What follows belongs to an exercise in optimizing a design on an open flow for small area; a production flow would make more cautious choices.
Only simulation tests tie the RTL to the original design; equivalence was not proved.

==> flow/design.v, too long to show whole: its modules and the start of the top module <==
// module SINE_LUT_V4: 674 lines
// module NCO_V4: 53 lines
// module MIXER_V4: 659 lines
// module CIC_V4: 55 lines
// module PIG_V4: 90 lines
// module RCA_V4: 12 lines
// module OLINT_V4: 14 lines
// module PHASEMETER_V4: 91 lines
module PHASEMETER_V4#
(
    parameter AXIS_TDATA_WIDTH = 32,
    parameter integer GUESS = 340161410
)
(
    input clk,
    input rst,
    input en,
    input [AXIS_TDATA_WIDTH-1:0]        S_AXIS_SOURCE_tdata,
    input                               S_AXIS_SOURCE_tvalid,
    input [AXIS_TDATA_WIDTH-1:0]        S_AXIS_PARAM_tdata,  
    input                               S_AXIS_PARAM_tvalid,
    input [AXIS_TDATA_WIDTH-1:0]        S_AXIS_GUESS_tdata,  
    input                               S_AXIS_GUESS_tvalid,
    output wire [AXIS_TDATA_WIDTH-1:0]  M_AXIS_REF_tdata,
    output wire                         M_AXIS_REF_tvalid,
    output wire [AXIS_TDATA_WIDTH-1:0]  M_AXIS_QUAD_tdata,
    output wire                         M_AXIS_QUAD_tvalid,
    output wire [AXIS_TDATA_WIDTH-1:0]  M_AXIS_MIX_tdata,
    output wire                         M_AXIS_MIX_tvalid,
    output wire [AXIS_TDATA_WIDTH-1:0]  M_AXIS_LPF_tdata,  
    output wire                         M_AXIS_LPF_tvalid,
    output wire [AXIS_TDATA_WIDTH-1:0]  M_AXIS_PI_tdata,  
    output wire                         M_AXIS_PI_tvalid,
    output wire [AXIS_TDATA_WIDTH-1:0]  M_AXIS_PE_tdata,  
    output wire                         M_AXIS_PE_tvalid);
  // ...
==> flow/run.sh <==
#!/bin/bash
# synth_recipe.tcl (not shown) runs the flow's synth.tcl, then flattens the netlist and writes it again
# the make line also repeats each setting of config.mk as NAME=value (left out here)
make -C /OpenROAD-flow-scripts/flow DESIGN_CONFIG=/design/flow/config.mk WORK_HOME=/design/flow/orfs CLKGATE_MAP_FILE= SYNTH_SCRIPT=/design/flow/synth_recipe.tcl finish
==> flow/config.mk <==
export PLATFORM = sky130hd
export DESIGN_NAME = PHASEMETER_V4
export DESIGN_NICKNAME = PHASEMETER_V4
export VERILOG_FILES = /design/flow/design.v
export SDC_FILE = /design/flow/constraint.sdc
export NUM_CORES = 4
export LEC_CHECK = 0
export ABC_AREA = 1
export CAP_MARGIN = 20
export CORE_MARGIN = 2
export CORE_UTILIZATION = 65
export CTS_CLUSTER_DIAMETER = 60
export CTS_CLUSTER_SIZE = 25
export PLACE_DENSITY = 0.75
export SLEW_MARGIN = 20
export SYNTH_MEMORY_MAX_BITS = 32768
==> flow/constraint.sdc <==
create_clock -name core_clock -period 10.0 [get_ports {clk}]
set_input_delay 2.0000 -clock core_clock [delete_from_list [all_inputs] [get_ports {clk}]]
set_output_delay 2.0000 -clock core_clock [all_outputs]
set_load 0.01 [all_outputs]
==> flow_summary.yaml, run 1 <==
worst_setup_path:
  slowest_stage: "dfrtp_1"
  slowest_delay_ps: 660
  path_depth: 27
finish:
  multi_input_area_share_pct: 47.70
  utilization_pct: 72.76
  inverters_excl_clock: 563
  fill_cells: 3516
  ff_latch_area_um2: 13260
  nFlopsAndLatches: 534
floorplan:
  die_h_um: 234.6
  nWellTaps: 688
  initial_core_util_pct: 65.76
  core_area_um2: 52550
  std_cell_rows: 84
run_status:
  outcome: "timing/DRC/antenna clean"
logic_synthesis:
  ys_top_cells_by_area: "dfrtp_1 32%, fa_1 18%, ha_1 7.0%"
  ys_seq_elements: 534
  synth_compound_area_share_pct: 9.797
  synth_top_area_share_pct: 32.22
  synth_area_per_cell_um2: 9.618
  ys_warn_count: 6
  netlist_instances: 3593
  synth_edf_count: 23
  yosys-top-cells-count: "641 x nand2_1, 543 x inv_1, 445 x dfrtp_1"
  synth_area_um2: 34560
clock_tree:
  cts_resized: 0
  clk_pin_slew_ps: 80
  root_buffer: "clkbuf_16"
sta:
  fin_tns_setup_ps: 0
  maxSlewHeadroom_pct: 28.02
  min_period_ps: 9689
  rsz0062_at_grt: "yes"
global_routing:
  grt_pass1_vias: 27170
  grt_usage_pct: 35.68
  grt_use_met1_pct: 47.81
  gr-total-overflow: 0
  grt_max_degree: 179
job:
  cap_violations: 0
worst_hold_path:
  hold-path-endpoint: "mixOut[10]$_DFF_PP0_"
  hp-start: "mixI[10]$_DFF_PP0_"
placed_design:
  gp_congestion: 1.003
  place_inst: 4369
routing:
  dr.pass1.iters: 6
==> module SINE_LUT_V4, before the edit <==
module SINE_LUT_V4 (input [7:0] ADDR, output [12:0] UP, output [12:0] DN);
reg [12:0] UP_b; reg [6:0] UP_s; reg UP_r;
always @(*) begin
    case (ADDR[7:2])
    6'd0: begin UP_b = 13'd0; UP_s = 7'h32; end
    6'd1: begin UP_b = 13'd201; UP_s = 7'h32; end
    6'd2: begin UP_b = 13'd402; UP_s = 7'h32; end
    6'd3: begin UP_b = 13'd603; UP_s = 7'h32; end
    6'd4: begin UP_b = 13'd803; UP_s = 7'h32; end
    6'd5: begin UP_b = 13'd1002; UP_s = 7'h32; end
    6'd6: begin UP_b = 13'd1201; UP_s = 7'h32; end
    6'd7: begin UP_b = 13'd1399; UP_s = 7'h32; end
    6'd8: begin UP_b = 13'd1598; UP_s = 7'h31; end
    6'd9: begin UP_b = 13'd1794; UP_s = 7'h31; end
    6'd10: begin UP_b = 13'd1989; UP_s = 7'h31; end
    6'd11: begin UP_b = 13'd2185; UP_s = 7'h30; end
    6'd12: begin UP_b = 13'd2378; UP_s = 7'h30; end
    6'd13: begin UP_b = 13'd2568; UP_s = 7'h30; end
    6'd14: begin UP_b = 13'd2759; UP_s = 7'h2f; end
    6'd15: begin UP_b = 13'd2947; UP_s = 7'h2f; end
    6'd16: begin UP_b = 13'd3135; UP_s = 7'h2e; end
    6'd17: begin UP_b = 13'd3319; UP_s = 7'h2e; end
    6'd18: begin UP_b = 13'd3502; UP_s = 7'h2d; end
    6'd19: begin UP_b = 13'd3682; UP_s = 7'h2d; end
    6'd20: begin UP_b = 13'd3861; UP_s = 7'h2c; end
    6'd21: begin UP_b = 13'd4036; UP_s = 7'h2c; end
    6'd22: begin UP_b = 13'd4211; UP_s = 7'h2b; end
    6'd23: begin UP_b = 13'd4382; UP_s = 7'h2a; end
    6'd24: begin UP_b = 13'd4551; UP_s = 7'h29; end
    6'd25: begin UP_b = 13'd4716; UP_s = 7'h29; end
    6'd26: begin UP_b = 13'd4879; UP_s = 7'h28; end
    6'd27: begin UP_b = 13'd5039; UP_s = 7'h27; end
    6'd28: begin UP_b = 13'd5195; UP_s = 7'h27; end
    6'd29: begin UP_b = 13'd5349; UP_s = 7'h26; end
    6'd30: begin UP_b = 13'd5501; UP_s = 7'h25; end
    6'd31: begin UP_b = 13'd5648; UP_s = 7'h24; end
    6'd32: begin UP_b = 13'd5792; UP_s = 7'h23; end
    6'd33: begin UP_b = 13'd5932; UP_s = 7'h22; end
    6'd34: begin UP_b = 13'd6069; UP_s = 7'h21; end
    6'd35: begin UP_b = 13'd6201; UP_s = 7'h21; end
    6'd36: begin UP_b = 13'd6332; UP_s = 7'h1f; end
    6'd37: begin UP_b = 13'd6456; UP_s = 7'h1f; end
    6'd38: begin UP_b = 13'd6578; UP_s = 7'h1e; end
    6'd39: begin UP_b = 13'd6696; UP_s = 7'h1d; end
    6'd40: begin UP_b = 13'd6811; UP_s = 7'h1b; end
    6'd41: begin UP_b = 13'd6919; UP_s = 7'h1b; end
    6'd42: begin UP_b = 13'd7026; UP_s = 7'h19; end
    6'd43: begin UP_b = 13'd7127; UP_s = 7'h18; end
    6'd44: begin UP_b = 13'd7224; UP_s = 7'h17; end
    6'd45: begin UP_b = 13'd7316; UP_s = 7'h16; end
    6'd46: begin UP_b = 13'd7405; UP_s = 7'h15; end
    6'd47: begin UP_b = 13'd7488; UP_s = 7'h14; end
    6'd48: begin UP_b = 13'd7567; UP_s = 7'h13; end
    6'd49: begin UP_b = 13'd7641; UP_s = 7'h12; end
    6'd50: begin UP_b = 13'd7711; UP_s = 7'h11; end
    6'd51: begin UP_b = 13'd7778; UP_s = 7'h0f; end
    6'd52: begin UP_b = 13'd7838; UP_s = 7'h0e; end
    6'd53: begin UP_b = 13'd7894; UP_s = 7'h0d; end
    6'd54: begin UP_b = 13'd7945; UP_s = 7'h0c; end
    6'd55: begin UP_b = 13'd7991; UP_s = 7'h0b; end
    6'd56: begin UP_b = 13'd8034; UP_s = 7'h09; end
    6'd57: begin UP_b = 13'd8070; UP_s = 7'h08; end
    6'd58: begin UP_b = 13'd8102; UP_s = 7'h07; end
    6'd59: begin UP_b = 13'd8128; UP_s = 7'h06; end
    6'd60: begin UP_b = 13'd8152; UP_s = 7'h04; end
    6'd61: begin UP_b = 13'd8169; UP_s = 7'h03; end
    6'd62: begin UP_b = 13'd8181; UP_s = 7'h02; end
    6'd63: begin UP_b = 13'd8188; UP_s = 7'h01; end
    default: begin UP_b = 13'd0; UP_s = 7'h00; end
    endcase
end
always @(*) begin
    case (ADDR)
    8'd0: UP_r = 1'b0;
    8'd1: UP_r = 1'b0;
    8'd2: UP_r = 1'b1;
    8'd3: UP_r = 1'b1;
    8'd4: UP_r = 1'b0;
    8'd5: UP_r = 1'b0;
    8'd6: UP_r = 1'b0;
    8'd7: UP_r = 1'b1;
    8'd8: UP_r = 1'b0;
    8'd9: UP_r = 1'b0;
    8'd10: UP_r = 1'b0;
    8'd11: UP_r = 1'b0;
    8'd12: UP_r = 1'b0;
    8'd13: UP_r = 1'b0;
    8'd14: UP_r = 1'b0;
    8'd15: UP_r = 1'b0;
    8'd16: UP_r = 1'b0;
    8'd17: UP_r = 1'b0;
    8'd18: UP_r = 1'b0;
    8'd19: UP_r = 1'b0;
    8'd20: UP_r = 1'b1;
    8'd21: UP_r = 1'b1;
    8'd22: UP_r = 1'b0;
    8'd23: UP_r = 1'b0;
    8'd24: UP_r = 1'b1;
    8'd25: UP_r = 1'b1;
    8'd26: UP_r = 1'b0;
    8'd27: UP_r = 1'b0;
    8'd28: UP_r = 1'b1;
    8'd29: UP_r = 1'b1;
    8'd30: UP_r = 1'b0;
    8'd31: UP_r = 1'b0;
    8'd32: UP_r = 1'b0;
    8'd33: UP_r = 1'b0;
    8'd34: UP_r = 1'b0;
    8'd35: UP_r = 1'b1;
    8'd36: UP_r = 1'b1;
    8'd37: UP_r = 1'b1;
    8'd38: UP_r = 1'b1;
    8'd39: UP_r = 1'b0;
    8'd40: UP_r = 1'b1;
    8'd41: UP_r = 1'b1;
    8'd42: UP_r = 1'b1;
    8'd43: UP_r = 1'b0;
    8'd44: UP_r = 1'b0;
    8'd45: UP_r = 1'b0;
    8'd46: UP_r = 1'b0;
    8'd47: UP_r = 1'b1;
    8'd48: UP_r = 1'b0;
    8'd49: UP_r = 1'b0;
    8'd50: UP_r = 1'b0;
    8'd51: UP_r = 1'b0;
    8'd52: UP_r = 1'b1;
    8'd53: UP_r = 1'b1;
    8'd54: UP_r = 1'b1;
    8'd55: UP_r = 1'b0;
    8'd56: UP_r = 1'b0;
    8'd57: UP_r = 1'b1;
    8'd58: UP_r = 1'b1;
    8'd59: UP_r = 1'b1;
    8'd60: UP_r = 1'b1;
    8'd61: UP_r = 1'b1;
    8'd62: UP_r = 1'b0;
    8'd63: UP_r = 1'b0;
    8'd64: UP_r = 1'b0;
    8'd65: UP_r = 1'b0;
    8'd66: UP_r = 1'b0;
    8'd67: UP_r = 1'b0;
    8'd68: UP_r = 1'b0;
    8'd69: UP_r = 1'b0;
    8'd70: UP_r = 1'b0;
    8'd71: UP_r = 1'b0;
    8'd72: UP_r = 1'b0;
    8'd73: UP_r = 1'b0;
    8'd74: UP_r = 1'b1;
    8'd75: UP_r = 1'b1;
    8'd76: UP_r = 1'b1;
    8'd77: UP_r = 1'b1;
    8'd78: UP_r = 1'b0;
    8'd79: UP_r = 1'b0;
    8'd80: UP_r = 1'b0;
    8'd81: UP_r = 1'b0;
    8'd82: UP_r = 1'b1;
    8'd83: UP_r = 1'b1;
    8'd84: UP_r = 1'b1;
    8'd85: UP_r = 1'b1;
    8'd86: UP_r = 1'b0;
    8'd87: UP_r = 1'b0;
    8'd88: UP_r = 1'b0;
    8'd89: UP_r = 1'b0;
    8'd90: UP_r = 1'b0;
    8'd91: UP_r = 1'b0;
    8'd92: UP_r = 1'b0;
    8'd93: UP_r = 1'b1;
    8'd94: UP_r = 1'b1;
    8'd95: UP_r = 1'b1;
    8'd96: UP_r = 1'b0;
    8'd97: UP_r = 1'b0;
    8'd98: UP_r = 1'b1;
    8'd99: UP_r = 1'b1;
    8'd100: UP_r = 1'b0;
    8'd101: UP_r = 1'b0;
    8'd102: UP_r = 1'b0;
    8'd103: UP_r = 1'b0;
    8'd104: UP_r = 1'b0;
    8'd105: UP_r = 1'b1;
    8'd106: UP_r = 1'b1;
    8'd107: UP_r = 1'b1;
    8'd108: UP_r = 1'b0;
    8'd109: UP_r = 1'b1;
    8'd110: UP_r = 1'b1;
    8'd111: UP_r = 1'b1;
    8'd112: UP_r = 1'b1;
    8'd113: UP_r = 1'b1;
    8'd114: UP_r = 1'b1;
    8'd115: UP_r = 1'b0;
    8'd116: UP_r = 1'b1;
    8'd117: UP_r = 1'b1;
    8'd118: UP_r = 1'b1;
    8'd119: UP_r = 1'b0;
    8'd120: UP_r = 1'b0;
    8'd121: UP_r = 1'b0;
    8'd122: UP_r = 1'b0;
    8'd123: UP_r = 1'b0;
    8'd124: UP_r = 1'b0;
    8'd125: UP_r = 1'b0;
    8'd126: UP_r = 1'b0;
    8'd127: UP_r = 1'b0;
    8'd128: UP_r = 1'b0;
    8'd129: UP_r = 1'b0;
    8'd130: UP_r = 1'b1;
    8'd131: UP_r = 1'b1;
    8'd132: UP_r = 1'b0;
    8'd133: UP_r = 1'b1;
    8'd134: UP_r = 1'b1;
    8'd135: UP_r = 1'b1;
    8'd136: UP_r = 1'b0;
    8'd137: UP_r = 1'b1;
    8'd138: UP_r = 1'b1;
    8'd139: UP_r = 1'b1;
    8'd140: UP_r = 1'b1;
    8'd141: UP_r = 1'b1;
    8'd142: UP_r = 1'b0;
    8'd143: UP_r = 1'b0;
    8'd144: UP_r = 1'b0;
    8'd145: UP_r = 1'b0;
    8'd146: UP_r = 1'b1;
    8'd147: UP_r = 1'b1;
    8'd148: UP_r = 1'b1;
    8'd149: UP_r = 1'b1;
    8'd150: UP_r = 1'b1;
    8'd151: UP_r = 1'b0;
    8'd152: UP_r = 1'b1;
    8'd153: UP_r = 1'b1;
    8'd154: UP_r = 1'b0;
    8'd155: UP_r = 1'b0;
    8'd156: UP_r = 1'b1;
    8'd157: UP_r = 1'b1;
    8'd158: UP_r = 1'b0;
    8'd159: UP_r = 1'b0;
    8'd160: UP_r = 1'b0;
    8'd161: UP_r = 1'b0;
    8'd162: UP_r = 1'b1;
    8'd163: UP_r = 1'b1;
    8'd164: UP_r = 1'b1;
    8'd165: UP_r = 1'b1;
    8'd166: UP_r = 1'b0;
    8'd167: UP_r = 1'b0;
    8'd168: UP_r = 1'b0;
    8'd169: UP_r = 1'b0;
    8'd170: UP_r = 1'b1;
    8'd171: UP_r = 1'b1;
    8'd172: UP_r = 1'b0;
    8'd173: UP_r = 1'b1;
    8'd174: UP_r = 1'b1;
    8'd175: UP_r = 1'b1;
    8'd176: UP_r = 1'b0;
    8'd177: UP_r = 1'b0;
    8'd178: UP_r = 1'b1;
    8'd179: UP_r = 1'b1;
    8'd180: UP_r = 1'b0;
    8'd181: UP_r = 1'b1;
    8'd182: UP_r = 1'b1;
    8'd183: UP_r = 1'b1;
    8'd184: UP_r = 1'b0;
    8'd185: UP_r = 1'b0;
    8'd186: UP_r = 1'b0;
    8'd187: UP_r = 1'b0;
    8'd188: UP_r = 1'b0;
    8'd189: UP_r = 1'b1;
    8'd190: UP_r = 1'b0;
    8'd191: UP_r = 1'b0;
    8'd192: UP_r = 1'b0;
    8'd193: UP_r = 1'b1;
    8'd194: UP_r = 1'b0;
    8'd195: UP_r = 1'b0;
    8'd196: UP_r = 1'b1;
    8'd197: UP_r = 1'b1;
    8'd198: UP_r = 1'b1;
    8'd199: UP_r = 1'b0;
    8'd200: UP_r = 1'b1;
    8'd201: UP_r = 1'b1;
    8'd202: UP_r = 1'b0;
    8'd203: UP_r = 1'b0;
    8'd204: UP_r = 1'b0;
    8'd205: UP_r = 1'b0;
    8'd206: UP_r = 1'b1;
    8'd207: UP_r = 1'b1;
    8'd208: UP_r = 1'b0;
    8'd209: UP_r = 1'b1;
    8'd210: UP_r = 1'b1;
    8'd211: UP_r = 1'b1;
    8'd212: UP_r = 1'b0;
    8'd213: UP_r = 1'b1;
    8'd214: UP_r = 1'b1;
    8'd215: UP_r = 1'b0;
    8'd216: UP_r = 1'b1;
    8'd217: UP_r = 1'b1;
    8'd218: UP_r = 1'b0;
    8'd219: UP_r = 1'b0;
    8'd220: UP_r = 1'b1;
    8'd221: UP_r = 1'b1;
    8'd222: UP_r = 1'b0;
    8'd223: UP_r = 1'b0;
    8'd224: UP_r = 1'b0;
    8'd225: UP_r = 1'b0;
    8'd226: UP_r = 1'b1;
    8'd227: UP_r = 1'b1;
    8'd228: UP_r = 1'b0;
    8'd229: UP_r = 1'b1;
    8'd230: UP_r = 1'b1;
    8'd231: UP_r = 1'b1;
    8'd232: UP_r = 1'b0;
    8'd233: UP_r = 1'b1;
    8'd234: UP_r = 1'b0;
    8'd235: UP_r = 1'b0;
    8'd236: UP_r = 1'b1;
    8'd237: UP_r = 1'b1;
    8'd238: UP_r = 1'b1;
    8'd239: UP_r = 1'b0;
    8'd240: UP_r = 1'b0;
    8'd241: UP_r = 1'b0;
    8'd242: UP_r = 1'b1;
    8'd243: UP_r = 1'b1;
    8'd244: UP_r = 1'b0;
    8'd245: UP_r = 1'b0;
    8'd246: UP_r = 1'b1;
    8'd247: UP_r = 1'b1;
    8'd248: UP_r = 1'b0;
    8'd249: UP_r = 1'b0;
    8'd250: UP_r = 1'b0;
    8'd251: UP_r = 1'b0;
    8'd252: UP_r = 1'b1;
    8'd253: UP_r = 1'b1;
    8'd254: UP_r = 1'b0;
    8'd255: UP_r = 1'b0;
    default: UP_r = 1'b0;
    endcase
end
wire [12:0] UP_m0 = ADDR[0] ? {{6{UP_s[6]}}, UP_s} : 13'd0;
wire [12:0] UP_m1 = ADDR[1] ? {{5{UP_s[6]}}, UP_s, 1'b0} : 13'd0;
wire [12:0] UP_cs = UP_b ^ UP_m0 ^ UP_m1;
wire [12:0] UP_cc = {((UP_b[11:0] & UP_m0[11:0]) | (UP_m1[11:0] & (UP_b[11:0] ^ UP_m0[11:0]))), UP_r};
RCA_V4 #(.W(13)) UP_add (.A(UP_cs), .B(UP_cc), .CI(1'b0), .S(UP), .CO());
reg [12:0] DN_b; reg [6:0] DN_s; reg DN_r;
always @(*) begin
    case (ADDR[7:2])
    6'd0: begin DN_b = 13'd8190; DN_s = 7'h00; end
    6'd1: begin DN_b = 13'd8189; DN_s = 7'h7e; end
    6'd2: begin DN_b = 13'd8181; DN_s = 7'h7d; end
    6'd3: begin DN_b = 13'd8168; DN_s = 7'h7c; end
    6'd4: begin DN_b = 13'd8152; DN_s = 7'h7a; end
    6'd5: begin DN_b = 13'd8128; DN_s = 7'h7a; end
    6'd6: begin DN_b = 13'd8102; DN_s = 7'h78; end
    6'd7: begin DN_b = 13'd8070; DN_s = 7'h77; end
    6'd8: begin DN_b = 13'd8033; DN_s = 7'h76; end
    6'd9: begin DN_b = 13'd7991; DN_s = 7'h75; end
    6'd10: begin DN_b = 13'd7946; DN_s = 7'h73; end
    6'd11: begin DN_b = 13'd7894; DN_s = 7'h72; end
    6'd12: begin DN_b = 13'd7838; DN_s = 7'h71; end
    6'd13: begin DN_b = 13'd7777; DN_s = 7'h70; end
    6'd14: begin DN_b = 13'd7711; DN_s = 7'h6f; end
    6'd15: begin DN_b = 13'd7641; DN_s = 7'h6e; end
    6'd16: begin DN_b = 13'd7566; DN_s = 7'h6d; end
    6'd17: begin DN_b = 13'd7488; DN_s = 7'h6b; end
    6'd18: begin DN_b = 13'd7405; DN_s = 7'h6a; end
    6'd19: begin DN_b = 13'd7316; DN_s = 7'h69; end
    6'd20: begin DN_b = 13'd7224; DN_s = 7'h68; end
    6'd21: begin DN_b = 13'd7126; DN_s = 7'h67; end
    6'd22: begin DN_b = 13'd7025; DN_s = 7'h66; end
    6'd23: begin DN_b = 13'd6919; DN_s = 7'h65; end
    6'd24: begin DN_b = 13'd6810; DN_s = 7'h64; end
    6'd25: begin DN_b = 13'd6696; DN_s = 7'h63; end
    6'd26: begin DN_b = 13'd6578; DN_s = 7'h62; end
    6'd27: begin DN_b = 13'd6456; DN_s = 7'h61; end
    6'd28: begin DN_b = 13'd6331; DN_s = 7'h60; end
    6'd29: begin DN_b = 13'd6202; DN_s = 7'h5f; end
    6'd30: begin DN_b = 13'd6069; DN_s = 7'h5e; end
    6'd31: begin DN_b = 13'd5932; DN_s = 7'h5d; end
    6'd32: begin DN_b = 13'd5792; DN_s = 7'h5c; end
    6'd33: begin DN_b = 13'd5648; DN_s = 7'h5b; end
    6'd34: begin DN_b = 13'd5501; DN_s = 7'h5a; end
    6'd35: begin DN_b = 13'd5349; DN_s = 7'h5a; end
    6'd36: begin DN_b = 13'd5196; DN_s = 7'h59; end
    6'd37: begin DN_b = 13'd5039; DN_s = 7'h58; end
    6'd38: begin DN_b = 13'd4879; DN_s = 7'h57; end
    6'd39: begin DN_b = 13'd4715; DN_s = 7'h57; end
    6'd40: begin DN_b = 13'd4551; DN_s = 7'h56; end
    6'd41: begin DN_b = 13'd4382; DN_s = 7'h55; end
    6'd42: begin DN_b = 13'd4210; DN_s = 7'h55; end
    6'd43: begin DN_b = 13'd4037; DN_s = 7'h54; end
    6'd44: begin DN_b = 13'd3860; DN_s = 7'h54; end
    6'd45: begin DN_b = 13'd3682; DN_s = 7'h53; end
    6'd46: begin DN_b = 13'd3502; DN_s = 7'h52; end
    6'd47: begin DN_b = 13'd3319; DN_s = 7'h52; end
    6'd48: begin DN_b = 13'd3135; DN_s = 7'h51; end
    6'd49: begin DN_b = 13'd2948; DN_s = 7'h51; end
    6'd50: begin DN_b = 13'd2758; DN_s = 7'h51; end
    6'd51: begin DN_b = 13'd2569; DN_s = 7'h50; end
    6'd52: begin DN_b = 13'd2377; DN_s = 7'h50; end
    6'd53: begin DN_b = 13'd2185; DN_s = 7'h4f; end
    6'd54: begin DN_b = 13'd1990; DN_s = 7'h4f; end
    6'd55: begin DN_b = 13'd1794; DN_s = 7'h4f; end
    6'd56: begin DN_b = 13'd1597; DN_s = 7'h4f; end
    6'd57: begin DN_b = 13'd1399; DN_s = 7'h4f; end
    6'd58: begin DN_b = 13'd1202; DN_s = 7'h4e; end
    6'd59: begin DN_b = 13'd1003; DN_s = 7'h4e; end
    6'd60: begin DN_b = 13'd803; DN_s = 7'h4e; end
    6'd61: begin DN_b = 13'd602; DN_s = 7'h4e; end
    6'd62: begin DN_b = 13'd401; DN_s = 7'h4e; end
    6'd63: begin DN_b = 13'd200; DN_s = 7'h4e; end
    default: begin DN_b = 13'd0; DN_s = 7'h00; end
    endcase
end
always @(*) begin
    case (ADDR)
    8'd0: DN_r = 1'b1;
    8'd1: DN_r = 1'b1;
    8'd2: DN_r = 1'b0;
    8'd3: DN_r = 1'b0;
    8'd4: DN_r = 1'b0;
    8'd5: DN_r = 1'b0;
    8'd6: DN_r = 1'b0;
    8'd7: DN_r = 1'b0;
    8'd8: DN_r = 1'b0;
    8'd9: DN_r = 1'b1;
    8'd10: DN_r = 1'b1;
    8'd11: DN_r = 1'b0;
    8'd12: DN_r = 1'b1;
    8'd13: DN_r = 1'b1;
    8'd14: DN_r = 1'b1;
    8'd15: DN_r = 1'b0;
    8'd16: DN_r = 1'b0;
    8'd17: DN_r = 1'b0;
    8'd18: DN_r = 1'b1;
    8'd19: DN_r = 1'b1;
    8'd20: DN_r = 1'b1;
    8'd21: DN_r = 1'b1;
    8'd22: DN_r = 1'b0;
    8'd23: DN_r = 1'b0;
    8'd24: DN_r = 1'b0;
    8'd25: DN_r = 1'b1;
    8'd26: DN_r = 1'b1;
    8'd27: DN_r = 1'b1;
    8'd28: DN_r = 1'b0;
    8'd29: DN_r = 1'b1;
    8'd30: DN_r = 1'b1;
    8'd31: DN_r = 1'b0;
    8'd32: DN_r = 1'b1;
    8'd33: DN_r = 1'b1;
    8'd34: DN_r = 1'b0;
    8'd35: DN_r = 1'b0;
    8'd36: DN_r = 1'b1;
    8'd37: DN_r = 1'b1;
    8'd38: DN_r = 1'b0;
    8'd39: DN_r = 1'b0;
    8'd40: DN_r = 1'b0;
    8'd41: DN_r = 1'b0;
    8'd42: DN_r = 1'b1;
    8'd43: DN_r = 1'b1;
    8'd44: DN_r = 1'b0;
    8'd45: DN_r = 1'b1;
    8'd46: DN_r = 1'b1;
    8'd47: DN_r = 1'b1;
    8'd48: DN_r = 1'b0;
    8'd49: DN_r = 1'b1;
    8'd50: DN_r = 1'b1;
    8'd51: DN_r = 1'b0;
    8'd52: DN_r = 1'b1;
    8'd53: DN_r = 1'b1;
    8'd54: DN_r = 1'b0;
    8'd55: DN_r = 1'b0;
    8'd56: DN_r = 1'b1;
    8'd57: DN_r = 1'b1;
    8'd58: DN_r = 1'b1;
    8'd59: DN_r = 1'b0;
    8'd60: DN_r = 1'b1;
    8'd61: DN_r = 1'b1;
    8'd62: DN_r = 1'b0;
    8'd63: DN_r = 1'b0;
    8'd64: DN_r = 1'b1;
    8'd65: DN_r = 1'b1;
    8'd66: DN_r = 1'b0;
    8'd67: DN_r = 1'b0;
    8'd68: DN_r = 1'b0;
    8'd69: DN_r = 1'b1;
    8'd70: DN_r = 1'b1;
    8'd71: DN_r = 1'b1;
    8'd72: DN_r = 1'b0;
    8'd73: DN_r = 1'b0;
    8'd74: DN_r = 1'b0;
    8'd75: DN_r = 1'b0;
    8'd76: DN_r = 1'b0;
    8'd77: DN_r = 1'b1;
    8'd78: DN_r = 1'b1;
    8'd79: DN_r = 1'b0;
    8'd80: DN_r = 1'b0;
    8'd81: DN_r = 1'b0;
    8'd82: DN_r = 1'b0;
    8'd83: DN_r = 1'b0;
    8'd84: DN_r = 1'b1;
    8'd85: DN_r = 1'b1;
    8'd86: DN_r = 1'b1;
    8'd87: DN_r = 1'b0;
    8'd88: DN_r = 1'b1;
    8'd89: DN_r = 1'b1;
    8'd90: DN_r = 1'b0;
    8'd91: DN_r = 1'b0;
    8'd92: DN_r = 1'b1;
    8'd93: DN_r = 1'b1;
    8'd94: DN_r = 1'b1;
    8'd95: DN_r = 1'b0;
    8'd96: DN_r = 1'b1;
    8'd97: DN_r = 1'b1;
    8'd98: DN_r = 1'b0;
    8'd99: DN_r = 1'b0;
    8'd100: DN_r = 1'b1;
    8'd101: DN_r = 1'b1;
    8'd102: DN_r = 1'b0;
    8'd103: DN_r = 1'b0;
    8'd104: DN_r = 1'b1;
    8'd105: DN_r = 1'b1;
    8'd106: DN_r = 1'b1;
    8'd107: DN_r = 1'b0;
    8'd108: DN_r = 1'b1;
    8'd109: DN_r = 1'b1;
    8'd110: DN_r = 1'b1;
    8'd111: DN_r = 1'b0;
    8'd112: DN_r = 1'b1;
    8'd113: DN_r = 1'b1;
    8'd114: DN_r = 1'b0;
    8'd115: DN_r = 1'b0;
    8'd116: DN_r = 1'b0;
    8'd117: DN_r = 1'b0;
    8'd118: DN_r = 1'b0;
    8'd119: DN_r = 1'b0;
    8'd120: DN_r = 1'b0;
    8'd121: DN_r = 1'b0;
    8'd122: DN_r = 1'b0;
    8'd123: DN_r = 1'b0;
    8'd124: DN_r = 1'b0;
    8'd125: DN_r = 1'b1;
    8'd126: DN_r = 1'b1;
    8'd127: DN_r = 1'b0;
    8'd128: DN_r = 1'b0;
    8'd129: DN_r = 1'b0;
    8'd130: DN_r = 1'b0;
    8'd131: DN_r = 1'b0;
    8'd132: DN_r = 1'b0;
    8'd133: DN_r = 1'b1;
    8'd134: DN_r = 1'b1;
    8'd135: DN_r = 1'b1;
    8'd136: DN_r = 1'b0;
    8'd137: DN_r = 1'b0;
    8'd138: DN_r = 1'b1;
    8'd139: DN_r = 1'b1;
    8'd140: DN_r = 1'b1;
    8'd141: DN_r = 1'b1;
    8'd142: DN_r = 1'b1;
    8'd143: DN_r = 1'b0;
    8'd144: DN_r = 1'b0;
    8'd145: DN_r = 1'b0;
    8'd146: DN_r = 1'b0;
    8'd147: DN_r = 1'b0;
    8'd148: DN_r = 1'b0;
    8'd149: DN_r = 1'b1;
    8'd150: DN_r = 1'b1;
    8'd151: DN_r = 1'b1;
    8'd152: DN_r = 1'b0;
    8'd153: DN_r = 1'b1;
    8'd154: DN_r = 1'b1;
    8'd155: DN_r = 1'b1;
    8'd156: DN_r = 1'b1;
    8'd157: DN_r = 1'b1;
    8'd158: DN_r = 1'b1;
    8'd159: DN_r = 1'b0;
    8'd160: DN_r = 1'b0;
    8'd161: DN_r = 1'b0;
    8'd162: DN_r = 1'b0;
    8'd163: DN_r = 1'b0;
    8'd164: DN_r = 1'b0;
    8'd165: DN_r = 1'b1;
    8'd166: DN_r = 1'b1;
    8'd167: DN_r = 1'b1;
    8'd168: DN_r = 1'b1;
    8'd169: DN_r = 1'b1;
    8'd170: DN_r = 1'b0;
    8'd171: DN_r = 1'b0;
    8'd172: DN_r = 1'b0;
    8'd173: DN_r = 1'b1;
    8'd174: DN_r = 1'b1;
    8'd175: DN_r = 1'b0;
    8'd176: DN_r = 1'b1;
    8'd177: DN_r = 1'b1;
    8'd178: DN_r = 1'b0;
    8'd179: DN_r = 1'b0;
    8'd180: DN_r = 1'b1;
    8'd181: DN_r = 1'b1;
    8'd182: DN_r = 1'b1;
    8'd183: DN_r = 1'b0;
    8'd184: DN_r = 1'b0;
    8'd185: DN_r = 1'b1;
    8'd186: DN_r = 1'b1;
    8'd187: DN_r = 1'b1;
    8'd188: DN_r = 1'b0;
    8'd189: DN_r = 1'b0;
    8'd190: DN_r = 1'b0;
    8'd191: DN_r = 1'b0;
    8'd192: DN_r = 1'b0;
    8'd193: DN_r = 1'b0;
    8'd194: DN_r = 1'b0;
    8'd195: DN_r = 1'b1;
    8'd196: DN_r = 1'b0;
    8'd197: DN_r = 1'b0;
    8'd198: DN_r = 1'b0;
    8'd199: DN_r = 1'b0;
    8'd200: DN_r = 1'b1;
    8'd201: DN_r = 1'b1;
    8'd202: DN_r = 1'b1;
    8'd203: DN_r = 1'b0;
    8'd204: DN_r = 1'b0;
    8'd205: DN_r = 1'b1;
    8'd206: DN_r = 1'b1;
    8'd207: DN_r = 1'b1;
    8'd208: DN_r = 1'b1;
    8'd209: DN_r = 1'b1;
    8'd210: DN_r = 1'b0;
    8'd211: DN_r = 1'b0;
    8'd212: DN_r = 1'b0;
    8'd213: DN_r = 1'b0;
    8'd214: DN_r = 1'b1;
    8'd215: DN_r = 1'b1;
    8'd216: DN_r = 1'b0;
    8'd217: DN_r = 1'b0;
    8'd218: DN_r = 1'b1;
    8'd219: DN_r = 1'b1;
    8'd220: DN_r = 1'b1;
    8'd221: DN_r = 1'b1;
    8'd222: DN_r = 1'b0;
    8'd223: DN_r = 1'b0;
    8'd224: DN_r = 1'b1;
    8'd225: DN_r = 1'b1;
    8'd226: DN_r = 1'b0;
    8'd227: DN_r = 1'b0;
    8'd228: DN_r = 1'b1;
    8'd229: DN_r = 1'b1;
    8'd230: DN_r = 1'b0;
    8'd231: DN_r = 1'b0;
    8'd232: DN_r = 1'b0;
    8'd233: DN_r = 1'b0;
    8'd234: DN_r = 1'b0;
    8'd235: DN_r = 1'b1;
    8'd236: DN_r = 1'b0;
    8'd237: DN_r = 1'b0;
    8'd238: DN_r = 1'b0;
    8'd239: DN_r = 1'b0;
    8'd240: DN_r = 1'b0;
    8'd241: DN_r = 1'b0;
    8'd242: DN_r = 1'b0;
    8'd243: DN_r = 1'b0;
    8'd244: DN_r = 1'b1;
    8'd245: DN_r = 1'b0;
    8'd246: DN_r = 1'b0;
    8'd247: DN_r = 1'b0;
    8'd248: DN_r = 1'b1;
    8'd249: DN_r = 1'b1;
    8'd250: DN_r = 1'b0;
    8'd251: DN_r = 1'b0;
    8'd252: DN_r = 1'b1;
    8'd253: DN_r = 1'b1;
    8'd254: DN_r = 1'b1;
    8'd255: DN_r = 1'b0;
    default: DN_r = 1'b0;
    endcase
end
wire [12:0] DN_m0 = ADDR[0] ? {{6{DN_s[6]}}, DN_s} : 13'd0;
wire [12:0] DN_m1 = ADDR[1] ? {{5{DN_s[6]}}, DN_s, 1'b0} : 13'd0;
wire [12:0] DN_cs = DN_b ^ DN_m0 ^ DN_m1;
wire [12:0] DN_cc = {((DN_b[11:0] & DN_m0[11:0]) | (DN_m1[11:0] & (DN_b[11:0] ^ DN_m0[11:0]))), DN_r};
RCA_V4 #(.W(13)) DN_add (.A(DN_cs), .B(DN_cc), .CI(1'b0), .S(DN), .CO());
endmodule
==> run 2, diff against run 1 <==
--- a/flow/design.v
+++ b/flow/design.v
@@ -2,70 +2,70 @@
 module SINE_LUT_V4 (input [7:0] ADDR, output [12:0] UP, output [12:0] DN);
-reg [12:0] UP_b; reg [6:0] UP_s; reg UP_r;
+reg [12:0] UP_b; reg [5:0] UP_s; reg UP_r;
 always @(*) begin
     case (ADDR[7:2])
-    6'd0: begin UP_b = 13'd0; UP_s = 7'h32; end
-    6'd1: begin UP_b = 13'd201; UP_s = 7'h32; end
-    6'd2: begin UP_b = 13'd402; UP_s = 7'h32; end
-    6'd3: begin UP_b = 13'd603; UP_s = 7'h32; end
-    6'd4: begin UP_b = 13'd803; UP_s = 7'h32; end
-    6'd5: begin UP_b = 13'd1002; UP_s = 7'h32; end
-    6'd6: begin UP_b = 13'd1201; UP_s = 7'h32; end
-    6'd7: begin UP_b = 13'd1399; UP_s = 7'h32; end
-    6'd8: begin UP_b = 13'd1598; UP_s = 7'h31; end
-    6'd9: begin UP_b = 13'd1794; UP_s = 7'h31; end
-    6'd10: begin UP_b = 13'd1989; UP_s = 7'h31; end
-    6'd11: begin UP_b = 13'd2185; UP_s = 7'h30; end
-    6'd12: begin UP_b = 13'd2378; UP_s = 7'h30; end
-    6'd13: begin UP_b = 13'd2568; UP_s = 7'h30; end
-    6'd14: begin UP_b = 13'd2759; UP_s = 7'h2f; end
-    6'd15: begin UP_b = 13'd2947; UP_s = 7'h2f; end
-    6'd16: begin UP_b = 13'd3135; UP_s = 7'h2e; end
-    6'd17: begin UP_b = 13'd3319; UP_s = 7'h2e; end
-    6'd18: begin UP_b = 13'd3502; UP_s = 7'h2d; end
-    6'd19: begin UP_b = 13'd3682; UP_s = 7'h2d; end
-    6'd20: begin UP_b = 13'd3861; UP_s = 7'h2c; end
-    6'd21: begin UP_b = 13'd4036; UP_s = 7'h2c; end
-    6'd22: begin UP_b = 13'd4211; UP_s = 7'h2b; end
-    6'd23: begin UP_b = 13'd4382; UP_s = 7'h2a; end
-    6'd24: begin UP_b = 13'd4551; UP_s = 7'h29; end
-    6'd25: begin UP_b = 13'd4716; UP_s = 7'h29; end
-    6'd26: begin UP_b = 13'd4879; UP_s = 7'h28; end
-    6'd27: begin UP_b = 13'd5039; UP_s = 7'h27; end
-    6'd28: begin UP_b = 13'd5195; UP_s = 7'h27; end
-    6'd29: begin UP_b = 13'd5349; UP_s = 7'h26; end
-    6'd30: begin UP_b = 13'd5501; UP_s = 7'h25; end
-    6'd31: begin UP_b = 13'd5648; UP_s = 7'h24; end
-    6'd32: begin UP_b = 13'd5792; UP_s = 7'h23; end
-    6'd33: begin UP_b = 13'd5932; UP_s = 7'h22; end
-    6'd34: begin UP_b = 13'd6069; UP_s = 7'h21; end
-    6'd35: begin UP_b = 13'd6201; UP_s = 7'h21; end
-    6'd36: begin UP_b = 13'd6332; UP_s = 7'h1f; end
-    6'd37: begin UP_b = 13'd6456; UP_s = 7'h1f; end
-    6'd38: begin UP_b = 13'd6578; UP_s = 7'h1e; end
-    6'd39: begin UP_b = 13'd6696; UP_s = 7'h1d; end
-    6'd40: begin UP_b = 13'd6811; UP_s = 7'h1b; end
-    6'd41: begin UP_b = 13'd6919; UP_s = 7'h1b; end
-    6'd42: begin UP_b = 13'd7026; UP_s = 7'h19; end
-    6'd43: begin UP_b = 13'd7127; UP_s = 7'h18; end
-    6'd44: begin UP_b = 13'd7224; UP_s = 7'h17; end
-    6'd45: begin UP_b = 13'd7316; UP_s = 7'h16; end
-    6'd46: begin UP_b = 13'd7405; UP_s = 7'h15; end
-    6'd47: begin UP_b = 13'd7488; UP_s = 7'h14; end
-    6'd48: begin UP_b = 13'd7567; UP_s = 7'h13; end
-    6'd49: begin UP_b = 13'd7641; UP_s = 7'h12; end
-    6'd50: begin UP_b = 13'd7711; UP_s = 7'h11; end
-    6'd51: begin UP_b = 13'd7778; UP_s = 7'h0f; end
-    6'd52: begin UP_b = 13'd7838; UP_s = 7'h0e; end
-    6'd53: begin UP_b = 13'd7894; UP_s = 7'h0d; end
-    6'd54: begin UP_b = 13'd7945; UP_s = 7'h0c; end
-    6'd55: begin UP_b = 13'd7991; UP_s = 7'h0b; end
-    6'd56: begin UP_b = 13'd8034; UP_s = 7'h09; end
-    6'd57: begin UP_b = 13'd8070; UP_s = 7'h08; end
-    6'd58: begin UP_b = 13'd8102; UP_s = 7'h07; end
-    6'd59: begin UP_b = 13'd8128; UP_s = 7'h06; end
-    6'd60: begin UP_b = 13'd8152; UP_s = 7'h04; end
-    6'd61: begin UP_b = 13'd8169; UP_s = 7'h03; end
-    6'd62: begin UP_b = 13'd8181; UP_s = 7'h02; end
-    6'd63: begin UP_b = 13'd8188; UP_s = 7'h01; end
-    default: begin UP_b = 13'd0; UP_s = 7'h00; end
+    6'd0: begin UP_b = 13'd0; UP_s = 6'd50; end
+    6'd1: begin UP_b = 13'd201; UP_s = 6'd50; end
+    6'd2: begin UP_b = 13'd402; UP_s = 6'd50; end
+    6'd3: begin UP_b = 13'd603; UP_s = 6'd50; end
+    6'd4: begin UP_b = 13'd803; UP_s = 6'd50; end
+    6'd5: begin UP_b = 13'd1002; UP_s = 6'd50; end
+    6'd6: begin UP_b = 13'd1201; UP_s = 6'd50; end
+    6'd7: begin UP_b = 13'd1399; UP_s = 6'd50; end
+    6'd8: begin UP_b = 13'd1598; UP_s = 6'd49; end
+    6'd9: begin UP_b = 13'd1794; UP_s = 6'd49; end
+    6'd10: begin UP_b = 13'd1989; UP_s = 6'd49; end
+    6'd11: begin UP_b = 13'd2185; UP_s = 6'd48; end
+    6'd12: begin UP_b = 13'd2378; UP_s = 6'd48; end
+    6'd13: begin UP_b = 13'd2568; UP_s = 6'd48; end
+    6'd14: begin UP_b = 13'd2759; UP_s = 6'd47; end
+    6'd15: begin UP_b = 13'd2947; UP_s = 6'd47; end
+    6'd16: begin UP_b = 13'd3135; UP_s = 6'd46; end
+    6'd17: begin UP_b = 13'd3319; UP_s = 6'd46; end
+    6'd18: begin UP_b = 13'd3502; UP_s = 6'd45; end
+    6'd19: begin UP_b = 13'd3682; UP_s = 6'd45; end
+    6'd20: begin UP_b = 13'd3861; UP_s = 6'd44; end
+    6'd21: begin UP_b = 13'd4036; UP_s = 6'd44; end
+    6'd22: begin UP_b = 13'd4211; UP_s = 6'd43; end
+    6'd23: begin UP_b = 13'd4382; UP_s = 6'd42; end
+    6'd24: begin UP_b = 13'd4551; UP_s = 6'd41; end
+    6'd25: begin UP_b = 13'd4716; UP_s = 6'd41; end
+    6'd26: begin UP_b = 13'd4879; UP_s = 6'd40; end
+    6'd27: begin UP_b = 13'd5039; UP_s = 6'd39; end
+    6'd28: begin UP_b = 13'd5195; UP_s = 6'd39; end
+    6'd29: begin UP_b = 13'd5349; UP_s = 6'd38; end
+    6'd30: begin UP_b = 13'd5501; UP_s = 6'd37; end
+    6'd31: begin UP_b = 13'd5648; UP_s = 6'd36; end
+    6'd32: begin UP_b = 13'd5792; UP_s = 6'd35; end
+    6'd33: begin UP_b = 13'd5932; UP_s = 6'd34; end
+    6'd34: begin UP_b = 13'd6069; UP_s = 6'd33; end
+    6'd35: begin UP_b = 13'd6201; UP_s = 6'd33; end
+    6'd36: begin UP_b = 13'd6332; UP_s = 6'd31; end
+    6'd37: begin UP_b = 13'd6456; UP_s = 6'd31; end
+    6'd38: begin UP_b = 13'd6578; UP_s = 6'd30; end
+    6'd39: begin UP_b = 13'd6696; UP_s = 6'd29; end
+    6'd40: begin UP_b = 13'd6811; UP_s = 6'd27; end
+    6'd41: begin UP_b = 13'd6919; UP_s = 6'd27; end
+    6'd42: begin UP_b = 13'd7026; UP_s = 6'd25; end
+    6'd43: begin UP_b = 13'd7127; UP_s = 6'd24; end
+    6'd44: begin UP_b = 13'd7224; UP_s = 6'd23; end
+    6'd45: begin UP_b = 13'd7316; UP_s = 6'd22; end
+    6'd46: begin UP_b = 13'd7405; UP_s = 6'd21; end
+    6'd47: begin UP_b = 13'd7488; UP_s = 6'd20; end
+    6'd48: begin UP_b = 13'd7567; UP_s = 6'd19; end
+    6'd49: begin UP_b = 13'd7641; UP_s = 6'd18; end
+    6'd50: begin UP_b = 13'd7711; UP_s = 6'd17; end
+    6'd51: begin UP_b = 13'd7778; UP_s = 6'd15; end
+    6'd52: begin UP_b = 13'd7838; UP_s = 6'd14; end
+    6'd53: begin UP_b = 13'd7894; UP_s = 6'd13; end
+    6'd54: begin UP_b = 13'd7945; UP_s = 6'd12; end
+    6'd55: begin UP_b = 13'd7991; UP_s = 6'd11; end
+    6'd56: begin UP_b = 13'd8034; UP_s = 6'd9; end
+    6'd57: begin UP_b = 13'd8070; UP_s = 6'd8; end
+    6'd58: begin UP_b = 13'd8102; UP_s = 6'd7; end
+    6'd59: begin UP_b = 13'd8128; UP_s = 6'd6; end
+    6'd60: begin UP_b = 13'd8152; UP_s = 6'd4; end
+    6'd61: begin UP_b = 13'd8169; UP_s = 6'd3; end
+    6'd62: begin UP_b = 13'd8181; UP_s = 6'd2; end
+    6'd63: begin UP_b = 13'd8188; UP_s = 6'd1; end
+    default: begin UP_b = 13'd0; UP_s = 6'd0; end
     endcase
@@ -333,4 +333,4 @@
 end
-wire [12:0] UP_m0 = ADDR[0] ? {{6{UP_s[6]}}, UP_s} : 13'd0;
-wire [12:0] UP_m1 = ADDR[1] ? {{5{UP_s[6]}}, UP_s, 1'b0} : 13'd0;
+wire [12:0] UP_m0 = (ADDR[0] ^ 1'b0) ? {7'b0, UP_s} : 13'd0;
+wire [12:0] UP_m1 = (ADDR[1] ^ 1'b0) ? {6'b0, UP_s, 1'b0} : 13'd0;
 wire [12:0] UP_cs = UP_b ^ UP_m0 ^ UP_m1;
@@ -338,70 +338,70 @@
 RCA_V4 #(.W(13)) UP_add (.A(UP_cs), .B(UP_cc), .CI(1'b0), .S(UP), .CO());
-reg [12:0] DN_b; reg [6:0] DN_s; reg DN_r;
+reg [12:0] DN_b; reg [5:0] DN_s; reg DN_r;
 always @(*) begin
     case (ADDR[7:2])
-    6'd0: begin DN_b = 13'd8190; DN_s = 7'h00; end
-    6'd1: begin DN_b = 13'd8189; DN_s = 7'h7e; end
-    6'd2: begin DN_b = 13'd8181; DN_s = 7'h7d; end
-    6'd3: begin DN_b = 13'd8168; DN_s = 7'h7c; end
-    6'd4: begin DN_b = 13'd8152; DN_s = 7'h7a; end
-    6'd5: begin DN_b = 13'd8128; DN_s = 7'h7a; end
-    6'd6: begin DN_b = 13'd8102; DN_s = 7'h78; end
-    6'd7: begin DN_b = 13'd8070; DN_s = 7'h77; end
-    6'd8: begin DN_b = 13'd8033; DN_s = 7'h76; end
-    6'd9: begin DN_b = 13'd7991; DN_s = 7'h75; end
-    6'd10: begin DN_b = 13'd7946; DN_s = 7'h73; end
-    6'd11: begin DN_b = 13'd7894; DN_s = 7'h72; end
-    6'd12: begin DN_b = 13'd7838; DN_s = 7'h71; end
-    6'd13: begin DN_b = 13'd7777; DN_s = 7'h70; end
-    6'd14: begin DN_b = 13'd7711; DN_s = 7'h6f; end
-    6'd15: begin DN_b = 13'd7641; DN_s = 7'h6e; end
-    6'd16: begin DN_b = 13'd7566; DN_s = 7'h6d; end
-    6'd17: begin DN_b = 13'd7488; DN_s = 7'h6b; end
-    6'd18: begin DN_b = 13'd7405; DN_s = 7'h6a; end
-    6'd19: begin DN_b = 13'd7316; DN_s = 7'h69; end
-    6'd20: begin DN_b = 13'd7224; DN_s = 7'h68; end
-    6'd21: begin DN_b = 13'd7126; DN_s = 7'h67; end
-    6'd22: begin DN_b = 13'd7025; DN_s = 7'h66; end
-    6'd23: begin DN_b = 13'd6919; DN_s = 7'h65; end
-    6'd24: begin DN_b = 13'd6810; DN_s = 7'h64; end
-    6'd25: begin DN_b = 13'd6696; DN_s = 7'h63; end
-    6'd26: begin DN_b = 13'd6578; DN_s = 7'h62; end
-    6'd27: begin DN_b = 13'd6456; DN_s = 7'h61; end
-    6'd28: begin DN_b = 13'd6331; DN_s = 7'h60; end
-    6'd29: begin DN_b = 13'd6202; DN_s = 7'h5f; end
-    6'd30: begin DN_b = 13'd6069; DN_s = 7'h5e; end
-    6'd31: begin DN_b = 13'd5932; DN_s = 7'h5d; end
-    6'd32: begin DN_b = 13'd5792; DN_s = 7'h5c; end
-    6'd33: begin DN_b = 13'd5648; DN_s = 7'h5b; end
-    6'd34: begin DN_b = 13'd5501; DN_s = 7'h5a; end
-    6'd35: begin DN_b = 13'd5349; DN_s = 7'h5a; end
-    6'd36: begin DN_b = 13'd5196; DN_s = 7'h59; end
-    6'd37: begin DN_b = 13'd5039; DN_s = 7'h58; end
-    6'd38: begin DN_b = 13'd4879; DN_s = 7'h57; end
-    6'd39: begin DN_b = 13'd4715; DN_s = 7'h57; end
-    6'd40: begin DN_b = 13'd4551; DN_s = 7'h56; end
-    6'd41: begin DN_b = 13'd4382; DN_s = 7'h55; end
-    6'd42: begin DN_b = 13'd4210; DN_s = 7'h55; end
-    6'd43: begin DN_b = 13'd4037; DN_s = 7'h54; end
-    6'd44: begin DN_b = 13'd3860; DN_s = 7'h54; end
-    6'd45: begin DN_b = 13'd3682; DN_s = 7'h53; end
-    6'd46: begin DN_b = 13'd3502; DN_s = 7'h52; end
-    6'd47: begin DN_b = 13'd3319; DN_s = 7'h52; end
-    6'd48: begin DN_b = 13'd3135; DN_s = 7'h51; end
-    6'd49: begin DN_b = 13'd2948; DN_s = 7'h51; end
-    6'd50: begin DN_b = 13'd2758; DN_s = 7'h51; end
-    6'd51: begin DN_b = 13'd2569; DN_s = 7'h50; end
-    6'd52: begin DN_b = 13'd2377; DN_s = 7'h50; end
-    6'd53: begin DN_b = 13'd2185; DN_s = 7'h4f; end
-    6'd54: begin DN_b = 13'd1990; DN_s = 7'h4f; end
-    6'd55: begin DN_b = 13'd1794; DN_s = 7'h4f; end
-    6'd56: begin DN_b = 13'd1597; DN_s = 7'h4f; end
-    6'd57: begin DN_b = 13'd1399; DN_s = 7'h4f; end
-    6'd58: begin DN_b = 13'd1202; DN_s = 7'h4e; end
-    6'd59: begin DN_b = 13'd1003; DN_s = 7'h4e; end
-    6'd60: begin DN_b = 13'd803; DN_s = 7'h4e; end
-    6'd61: begin DN_b = 13'd602; DN_s = 7'h4e; end
-    6'd62: begin DN_b = 13'd401; DN_s = 7'h4e; end
-    6'd63: begin DN_b = 13'd200; DN_s = 7'h4e; end
-    default: begin DN_b = 13'd0; DN_s = 7'h00; end
+    6'd0: begin DN_b = 13'd8190; DN_s = 6'd0; end
+    6'd1: begin DN_b = 13'd8183; DN_s = 6'd2; end
+    6'd2: begin DN_b = 13'd8172; DN_s = 6'd3; end
+    6'd3: begin DN_b = 13'd8156; DN_s = 6'd4; end
+    6'd4: begin DN_b = 13'd8134; DN_s = 6'd6; end
+    6'd5: begin DN_b = 13'd8110; DN_s = 6'd6; end
+    6'd6: begin DN_b = 13'd8078; DN_s = 6'd8; end
+    6'd7: begin DN_b = 13'd8043; DN_s = 6'd9; end
+    6'd8: begin DN_b = 13'd8003; DN_s = 6'd10; end
+    6'd9: begin DN_b = 13'd7958; DN_s = 6'd11; end
+    6'd10: begin DN_b = 13'd7907; DN_s = 6'd13; end
+    6'd11: begin DN_b = 13'd7852; DN_s = 6'd14; end
+    6'd12: begin DN_b = 13'd7793; DN_s = 6'd15; end
+    6'd13: begin DN_b = 13'd7729; DN_s = 6'd16; end
+    6'd14: begin DN_b = 13'd7660; DN_s = 6'd17; end
+    6'd15: begin DN_b = 13'd7587; DN_s = 6'd18; end
+    6'd16: begin DN_b = 13'd7509; DN_s = 6'd19; end
+    6'd17: begin DN_b = 13'd7425; DN_s = 6'd21; end
+    6'd18: begin DN_b = 13'd7339; DN_s = 6'd22; end
+    6'd19: begin DN_b = 13'd7247; DN_s = 6'd23; end
+    6'd20: begin DN_b = 13'd7152; DN_s = 6'd24; end
+    6'd21: begin DN_b = 13'd7051; DN_s = 6'd25; end
+    6'd22: begin DN_b = 13'd6947; DN_s = 6'd26; end
+    6'd23: begin DN_b = 13'd6838; DN_s = 6'd27; end
+    6'd24: begin DN_b = 13'd6726; DN_s = 6'd28; end
+    6'd25: begin DN_b = 13'd6609; DN_s = 6'd29; end
+    6'd26: begin DN_b = 13'd6488; DN_s = 6'd30; end
+    6'd27: begin DN_b = 13'd6363; DN_s = 6'd31; end
+    6'd28: begin DN_b = 13'd6235; DN_s = 6'd32; end
+    6'd29: begin DN_b = 13'd6103; DN_s = 6'd33; end
+    6'd30: begin DN_b = 13'd5967; DN_s = 6'd34; end
+    6'd31: begin DN_b = 13'd5827; DN_s = 6'd35; end
+    6'd32: begin DN_b = 13'd5684; DN_s = 6'd36; end
+    6'd33: begin DN_b = 13'd5537; DN_s = 6'd37; end
+    6'd34: begin DN_b = 13'd5387; DN_s = 6'd38; end
+    6'd35: begin DN_b = 13'd5235; DN_s = 6'd38; end
+    6'd36: begin DN_b = 13'd5079; DN_s = 6'd39; end
+    6'd37: begin DN_b = 13'd4919; DN_s = 6'd40; end
+    6'd38: begin DN_b = 13'd4756; DN_s = 6'd41; end
+    6'd39: begin DN_b = 13'd4592; DN_s = 6'd41; end
+    6'd40: begin DN_b = 13'd4425; DN_s = 6'd42; end
+    6'd41: begin DN_b = 13'd4253; DN_s = 6'd43; end
+    6'd42: begin DN_b = 13'd4081; DN_s = 6'd43; end
+    6'd43: begin DN_b = 13'd3905; DN_s = 6'd44; end
+    6'd44: begin DN_b = 13'd3728; DN_s = 6'd44; end
+    6'd45: begin DN_b = 13'd3547; DN_s = 6'd45; end
+    6'd46: begin DN_b = 13'd3364; DN_s = 6'd46; end
+    6'd47: begin DN_b = 13'd3181; DN_s = 6'd46; end
+    6'd48: begin DN_b = 13'd2994; DN_s = 6'd47; end
+    6'd49: begin DN_b = 13'd2807; DN_s = 6'd47; end
+    6'd50: begin DN_b = 13'd2617; DN_s = 6'd47; end
+    6'd51: begin DN_b = 13'd2425; DN_s = 6'd48; end
+    6'd52: begin DN_b = 13'd2233; DN_s = 6'd48; end
+    6'd53: begin DN_b = 13'd2038; DN_s = 6'd49; end
+    6'd54: begin DN_b = 13'd1843; DN_s = 6'd49; end
+    6'd55: begin DN_b = 13'd1647; DN_s = 6'd49; end
+    6'd56: begin DN_b = 13'd1450; DN_s = 6'd49; end
+    6'd57: begin DN_b = 13'd1252; DN_s = 6'd49; end
+    6'd58: begin DN_b = 13'd1052; DN_s = 6'd50; end
+    6'd59: begin DN_b = 13'd853; DN_s = 6'd50; end
+    6'd60: begin DN_b = 13'd653; DN_s = 6'd50; end
+    6'd61: begin DN_b = 13'd452; DN_s = 6'd50; end
+    6'd62: begin DN_b = 13'd251; DN_s = 6'd50; end
+    6'd63: begin DN_b = 13'd50; DN_s = 6'd50; end
+    default: begin DN_b = 13'd0; DN_s = 6'd0; end
     endcase
@@ -669,4 +669,4 @@
 end
-wire [12:0] DN_m0 = ADDR[0] ? {{6{DN_s[6]}}, DN_s} : 13'd0;
-wire [12:0] DN_m1 = ADDR[1] ? {{5{DN_s[6]}}, DN_s, 1'b0} : 13'd0;
+wire [12:0] DN_m0 = (ADDR[0] ^ 1'b1) ? {7'b0, DN_s} : 13'd0;
+wire [12:0] DN_m1 = (ADDR[1] ^ 1'b1) ? {6'b0, DN_s, 1'b0} : 13'd0;
 wire [12:0] DN_cs = DN_b ^ DN_m0 ^ DN_m1;
==> flow/flow/run.sh (new file) <==
#!/bin/bash
# Standard layout (standard.sh, the standard flow's own ORFS run) with these settings given
# to ORFS through its environment:
# - port buffers are the smallest buffer, sky130_fd_sc_hd__buf_1 (every input
#   and output port still gets one);
# - the constant outputs share the tie cells synthesis made (one tie-high,
#   one tie-low) instead of one tie cell per port;
# - clock tree synthesis clusters up to 25 sinks per leaf buffer within 60 um
#   and inserts no dummy loads.
set -euo pipefail
export BUFFER_PORTS_ARGS="-buffer_cell sky130_fd_sc_hd__buf_1"
export SKIP_REPAIR_TIE_FANOUT=1
export CTS_ARGS="-sink_clustering_enable -repair_clock_nets -dont_use_dummy_load -sink_clustering_size 25 -sink_clustering_max_diameter 60"
bash standard.sh > flow_make.log 2>&1
==> flow/standard.sh (new file) <==
#!/bin/bash
# synth_recipe.tcl (not shown) runs the flow's synth.tcl, then flattens the netlist and writes it again
# the make line also repeats each setting of config.mk as NAME=value (left out here)
make -C /OpenROAD-flow-scripts/flow DESIGN_CONFIG=/design/flow/config.mk WORK_HOME=/design/flow/orfs CLKGATE_MAP_FILE= SYNTH_SCRIPT=/design/flow/synth_recipe.tcl "${@:-finish}"
--- a/flow/config.mk
+++ b/flow/config.mk
@@ -11,4 +11,2 @@
 export CORE_UTILIZATION = 65
-export CTS_CLUSTER_DIAMETER = 60
-export CTS_CLUSTER_SIZE = 25
 export PLACE_DENSITY = 0.75
removed: flow/run.sh
==> run 2 against run 1 <==
Non-clock buffer count decreased by 31. Via count is 5.2% lower. Clock skew up 33 ps. Count of clock-buffer cells in the layout shrank 7. Wire length shrank 13%. Area after synthesis is 0.65% lower. Fmax increased by 1.8%. First-iteration DRC count decreased by 13%.
==> flow_summary.yaml, run 2 <==
clock_tree:
  cts_tree: "built"
  root_buffer: "clkbuf_16"
  numCtsBuffers: 36
  cts.sinks: 534
  htreeDepth: 2
  clock_latency_ps: 580
  clk_pin_slew_ps: 90
  cts_max_path_buffers: 3
worst_setup_path:
  slowest_delay_ps: 610
  cp-start-kind: "register"
  path_common_cell: "fa_1"
  r2r_slack_ps: 480
  r2r-end: "mixI[11]$_DFF_PP0_"
  slowest_stage: "xnor2_1"
  ff2ff_path_depth: 33
  cp-end-kind: "register"
  arrival_ps: 10000
  critPathKind: "register to register"
  critPathRequiredTime_ps: 10480
  cp-startpoint: "refGen.SINE_S$_DFF_PP0_"
  reg2reg_from: "refGen.SINE_S$_DFF_PP0_"
  crit_fanout: 13
logic_synthesis:
  synth_area_per_cell_um2: 9.748
  synth_edf_count: 23
  yosys-top-cells-count: "582 x nand2_1, 520 x inv_1, 445 x dfrtp_1"
  synth_area_um2: 34330
  ys_async_sr_fraction_pct: 86.70
  netlist_instances: 3522
  ys_seq_elements: 534
  synth_top_cell_by_area: "dfrtp_1"
  ys.flop_type: "dfrtp_1"
  ys_top_cells_by_area: "dfrtp_1 32%, fa_1 18%, ha_1 7.2%"
  synth_top_area_share_pct: 32.43
  ys_warn_count: 6
  synth.most_common_cell: "nand2_1"
  ys_seq_area_share_pct: 38.62
  synthDistinctLibCells: 60
finish:
  final_common_cell: "nand2_1"
  area_growth_pct: 4.956
  layout_common_cells: "582 x nand2_1, 519 x inv_1, 445 x dfrtp_1"
  drive_gt1_share_pct: 5.355
  antennaDiodeCount: 0
  fin_nets: 4150
run_status:
  outcome: "timing/DRC/antenna clean"
job:
  cap_violations: 0
sta:
  rsz0062_at_grt: "no"
  hold_violations: 0
  min_period_ps: 9517
  tightest_slew_ps: 924.3
  fmax_mhz: 105.1
  post-route-period-util_pct: 95.17
  maxSlewHeadroom_pct: 36.79
  slew_viol_final: 0
  clock-skew-final_ps: 74.58
  fin_tns_setup_ps: 0
  finalSetupViolCount: 0
  final.setup.worst_slack_ps: 482.6
floorplan:
  initial_core_util_pct: 65.60
  design.die.area_um2: 54680
  std_cell_rows: 84
  ioPinCount: 300
  die_w_um: 233.8
  die_h_um: 233.8
  core_area_um2: 52340
routing:
  drt-total-wl_um: 83260
  ant_nets: 0
  drtIter0Drc: 2352
  drc: 0
  routed_via_density: 5.807
  wire_per_inst_um: 19.65
  vias: 24600
  dr.pass1.iters: 6
global_routing:
  grt_usage_pct: 31.50
  grt_pass1_vias: 25420
  grt_pass1_wl_um: 135300
  gr-total-overflow: 0
  antenna_found_initial: 1
  grt_max_degree: 168
worst_hold_path:
  hp-start: "controller.R[31]$_DFF_PP0_"
  hold-path-endpoint: "controller.R[30]$_DFF_PP0_"
  hp-class: "register to register"
  worstHoldPathCells: 0
placed_design:
  pre_cts_ws_ps: 464.6
  dp_hpwl_um: 61990
  io_buffers: 160
  gp_congestion: 0.9715
==> run 2: through the flow <==
stage / utilization (%) / area (um2) / cells / hold slack [ps]
6_report: 68.85 / 36040 / 4236 / 299.9
5_1_grt: 68.85 / 36040 / 4236 / 298.4
3_5_place_dp: 67.11 / 35130 / 4200 / 334.7
3_3_place_gp: 67.11 / 35130 / 4200 / 332.3
2_1_floorplan: - / 34340 / 3522 / 331.1
4_1_cts: 68.83 / 36030 / 4236 / 300.0
==> run 2: cell families (layout without fill, tap and decap cells) <==
family | Yosys count | after routing | share of synthesized area [%]
buffers and inverters | 786 | 812 | 9.584
and+or+nand+nor | 825 | 825 | 9.464
other | 2 | 2 | 0.02187
xor gates and xnor gates | 239 | 239 | 6.184
DFF | 534 | 534 | 38.62
AOI/OAI and AO/OA | 609 | 609 | 10.49
muxes | 29 | 29 | 0.9037
adders and majority gates | 498 | 498 | 24.73
==> run 2: worst max-delay path, delay by kind of cell, from the launching register on <==
| kind | cells | cell delay, ps |
|---|---|---|
| simple gates | 8 | 440 |
| xor+xnor | 2 | 790 |
| fa+ha+maj | 17 | 7020 |
| buf+inv | 6 | 630 |
| flops | 1 | 580 |
==> run 2: what timing repair did <==
item / 4_1_cts / 5_1_grt
gates resized for setup: 0 / 1
hold buffers: 0 / 0
buffers inserted: 0 / 0
setup endpoints to repair: 0 / 1
hold endpoints to repair: 0 / 0
==> run 2: how the worst max path moves through the flow <==
stage / depth (start not counted) / slack (ps) / to
floorplan: 27 / 650 / LPF.P1[20]$_DFF_PP0_
global placement: 32 / 600 / mixQ[11]$_DFF_PP0_
detailed placement: 25 / 460 / mixQ[11]$_DFF_PP0_
CTS: 32 / 460 / mixQ[11]$_DFF_PP0_
global route: 33 / 30 / mixI[11]$_DFF_PP0_
finish: 33 / 480 / mixI[11]$_DFF_PP0_
==> run 2: final cells by class <==
class	count	area [um2]
multi-input cells	2202	17820
fillers	3969	16300
flip-flops and latches	534	13260
inverters	546	2053
repair buffers	230	1139
clock buffers	36	900.9
well taps	688	860.8
==> run 2: metal layers <==
metal  wire, um  part of all wire, %  track usage, %
met2      39230                   47           50.43
met3       6168                  7.4           4.390
met5          0                    0               0
met4       3586                  4.3           12.97
met1      34280                   41           43.76

[static timing again, ports no longer ideal]
How much do the figures lean on ideal ports? The routed layouts below were timed once more, with nothing changed but the port constraints. Step 1: set_driving_cell puts a clkbuf_16 on clk and a buf_2 on each other input, an assumption about the parent block. Step 2 also shifts input and output timing later by t, the mid clock arrival at the registers, as if the neighbouring blocks saw the same clock. Three values: ideal ports, drivers, drivers and shift; two values: the first two.
run	t, ns	setup WS [ns]	worst setup path at the end	pins driven straight from the clock port
run 1	0.625	0.311 / 0.311 / 0.311	register to register	1
run 2	0.603	0.483 / 0.483 / 0.483	register to register	1
After both steps every run listed still meets setup and hold.
